This is an optimization exercise on Yosys and OpenROAD, whose aim is small area, not a production implementation.
In this exercise RTL edits were held to simulation tests only and were not proved equivalent to the original.

## top_level
module top_level (
    input clk, reset,
    input logic signed [10:0] sig_modulated_fixed_real,
    input logic signed [10:0] sig_modulated_fixed_imag,
    input logic signed [10:0] demod_Lo_real,
    input logic signed [10:0] demod_Lo_imag,
    output logic signed [61:0] sig_demod_30_real,
    output logic signed [61:0] sig_demod_30_imag
);
logic [4:0] cnt;
wire last = (cnt == 5'd29);
wire is27 = (cnt == 5'd27);
wire fold = (cnt == 5'd28);
wire sel4 = (cnt >= 5'd2) && (cnt <= 5'd23);
wire sel2 = ~sel4 & ~is27;
wire xon = ~is27;
wire odd = (cnt <= 5'd1) || ((cnt >= 5'd6) && (cnt <= 5'd19)) || (cnt == 5'd24) || (cnt == 5'd25) || (cnt == 5'd26) || last;
wire wrap22 = (sig_modulated_fixed_real == 11'h400) && (sig_modulated_fixed_imag == 11'h400)
           && (demod_Lo_real == 11'h400) && (demod_Lo_imag == 11'h400);
wire [10:0] n_sig_modulated_fixed_real = ~sig_modulated_fixed_real;
wire [10:0] n_sig_modulated_fixed_imag = ~sig_modulated_fixed_imag;
wire [10:0] n_demod_Lo_real = ~demod_Lo_real;
wire [10:0] n_demod_Lo_imag = ~demod_Lo_imag;
wire [22:0] p_re, p_im;
logic [28:0] acc_re, acc_im, out_re, out_im;
logic [22:0] nxt_re, nxt_im;
logic fresh;
wire [28:0] base_re = last ? {{5{nxt_re[22]}}, nxt_re, 1'b0} : fresh ? 29'd0 : acc_re;
wire [28:0] base_im = last ? {{5{nxt_im[22]}}, nxt_im, 1'b0} : fresh ? 29'd0 : acc_im;
wire [28:0] acc_next_re, acc_next_im, acc_nextn_re, acc_nextn_im;
wire pp1;
wire pp2;
wire pp3;
wire pp4;
wire pp5;
wire pp6;
wire pp7;
wire pp8;
wire pp9;
wire pp10;
wire pp11;
wire pp12;
wire pp13;
wire pp14;
wire pp15;
  ...
Settings: LEC_CHECK=0, CAP_MARGIN=20, CORE_MARGIN=2, CORE_UTILIZATION=50, CTS_BUF_LIST=sky130_fd_sc_hd__clkbuf_8, GPL_TIMING_DRIVEN=1, SETUP_SLACK_MARGIN=0.1, SLEW_MARGIN=20, SYNTH_HIERARCHICAL=1, SYNTH_MINIMUM_KEEP_SIZE=0; clock period 10.0 ns.
standard.sh (not shown) runs the stock make flow with config.mk's settings and CLKGATE_MAP_FILE= SYNTH_SCRIPT=/design/flow/synth_recipe.tcl, a recipe that flattens the netlist after the stock synthesis.
==> flow/flow/run.sh <==
#!/bin/bash
# The standard layout with smaller port buffers: buffer_ports otherwise picks
# clkdlybuf4s50_1 for every port. Outputs get buf_1 (from a hook run before
# global placement), inputs buf_2.
set -euo pipefail
export PRE_GLOBAL_PLACE_TCL="$(pwd)/flow/hook_out.tcl"
export BUFFER_PORTS_ARGS="-inputs -buffer_cell sky130_fd_sc_hd__buf_2"
bash standard.sh > standard.log 2>&1
==> flow/flow/hook_out.tcl <==
# buffer the outputs with the smallest buffer; global_place.tcl then buffers the inputs
buffer_ports -outputs -buffer_cell sky130_fd_sc_hd__buf_1
The baseline completed without violations.
Next try:
==> flow/flow/run.sh (replaced) <==
#!/bin/bash
# The standard layout with smaller port buffers: buffer_ports otherwise picks
# clkdlybuf4s50_1 for every port. Outputs get buf_1 (from a hook run before
# global placement), inputs buf_4.
set -euo pipefail
export PRE_GLOBAL_PLACE_TCL="$(pwd)/flow/hook_out.tcl"
export BUFFER_PORTS_ARGS="-inputs -buffer_cell sky130_fd_sc_hd__buf_4"
bash standard.sh > standard.log 2>&1
Settings changed: CORE_UTILIZATION 50 to 45.
Via count falls by 0.53%.
Global-route usage falls by 3.0 points.
Synthesized cell count does not change.
Synthesized area is unchanged.

== run P ==
Another version of the RTL of top_level (not shown whole).
Size: ~2700 cells after synthesis, ~170 flip-flops, ~170 I/O pins, roughly 25000 um^2 of cells after synthesis.
// top_level
module top_level (
    input clk, reset,
    input logic signed [10:0] sig_modulated_fixed_real,
    input logic signed [10:0] sig_modulated_fixed_imag,
    input logic signed [10:0] demod_Lo_real,
    input logic signed [10:0] demod_Lo_imag,
    output logic signed [61:0] sig_demod_30_real,
    output logic signed [61:0] sig_demod_30_imag
);
Settings: LEC_CHECK=0, CAP_MARGIN=20, CORE_MARGIN=2, CORE_UTILIZATION=50, GPL_TIMING_DRIVEN=0, SETUP_SLACK_MARGIN=0.2, SLEW_MARGIN=20, SYNTH_HIERARCHICAL=1, SYNTH_MINIMUM_KEEP_SIZE=0; clock period 10.0 ns.
==> flow/flow/run.sh <==
#!/bin/bash
# The standard layout, with smaller port buffers: buffer_ports otherwise picks
# clkdlybuf4s50_1 for every port.
set -euo pipefail
export BUFFER_PORTS_ARGS="-buffer_cell sky130_fd_sc_hd__buf_1"
bash standard.sh > standard.log 2>&1
What run B does differently from run P at the input level:
Settings: SETUP_SLACK_MARGIN: 0.2 -> unset.
==> flow/run.sh (new file) <==
#!/bin/bash
# synth_recipe.tcl (not shown) runs the flow's synth.tcl, then flattens the netlist and writes it again
# the make line also repeats each setting of config.mk as NAME=value (left out here)
make -C /OpenROAD-flow-scripts/flow DESIGN_CONFIG=/design/flow/config.mk WORK_HOME=/design/flow/orfs CLKGATE_MAP_FILE= SYNTH_SCRIPT=/design/flow/synth_recipe.tcl finish
removed: flow/flow/run.sh
removed: flow/standard.sh
Findings:
Diff run P -> run B | final clock period utilization by the worst path | increase of 2.1 points. Routed length on met3 of run B exceeds that of run P by a little under 10%. Run B against run P; global-route wire length before repair is up by a few percent. Wire length after detailed routing for run B is higher than for run P.

==> re-timing with driven ports <==
No port has a modelled driver above. Below, the same layouts with a new extraction and two added sets of constraints. Step 1 (the two cells are an assumption about what drives the block):
set clk [get_ports {clk}]
set_driving_cell -lib_cell sky130_fd_sc_hd__clkbuf_16 $clk
set_driving_cell -lib_cell sky130_fd_sc_hd__buf_2 [delete_from_list [all_inputs] $clk]
Step 2 times the ports against the registers' clock, not the clock port: input delays grow and output delays shrink by t, the midpoint of the rising clock arrivals with the driver on. a / b / c = ideal / step 1 / step 2; a / b = the first two.
run | shift t [ns] | setup WS [ns] | hold slack, ns
the first run of note 1 | 0.526 | 0.539 / 0.556 / 0.030 | 0.463 / 0.463 / 0.463
the second run of note 1 | 0.546 | 0.453 / 0.481 / -0.066 | 0.458 / 0.458 / 0.458
run P | 0.499 | 0.423 / 0.455 / -0.044 | 0.451 / 0.451 / 0.451
run B | 0.501 | 0.210 / 0.242 / -0.259 | 0.447 / 0.447 / 0.447
With both steps, setup timing fails in the second run of note 1, run P and run B, where it was met with ideal ports. The setup slack of the second run of note 1, which loses most, moves by +0.028 ns with the drivers and by -0.519 ns with both steps.
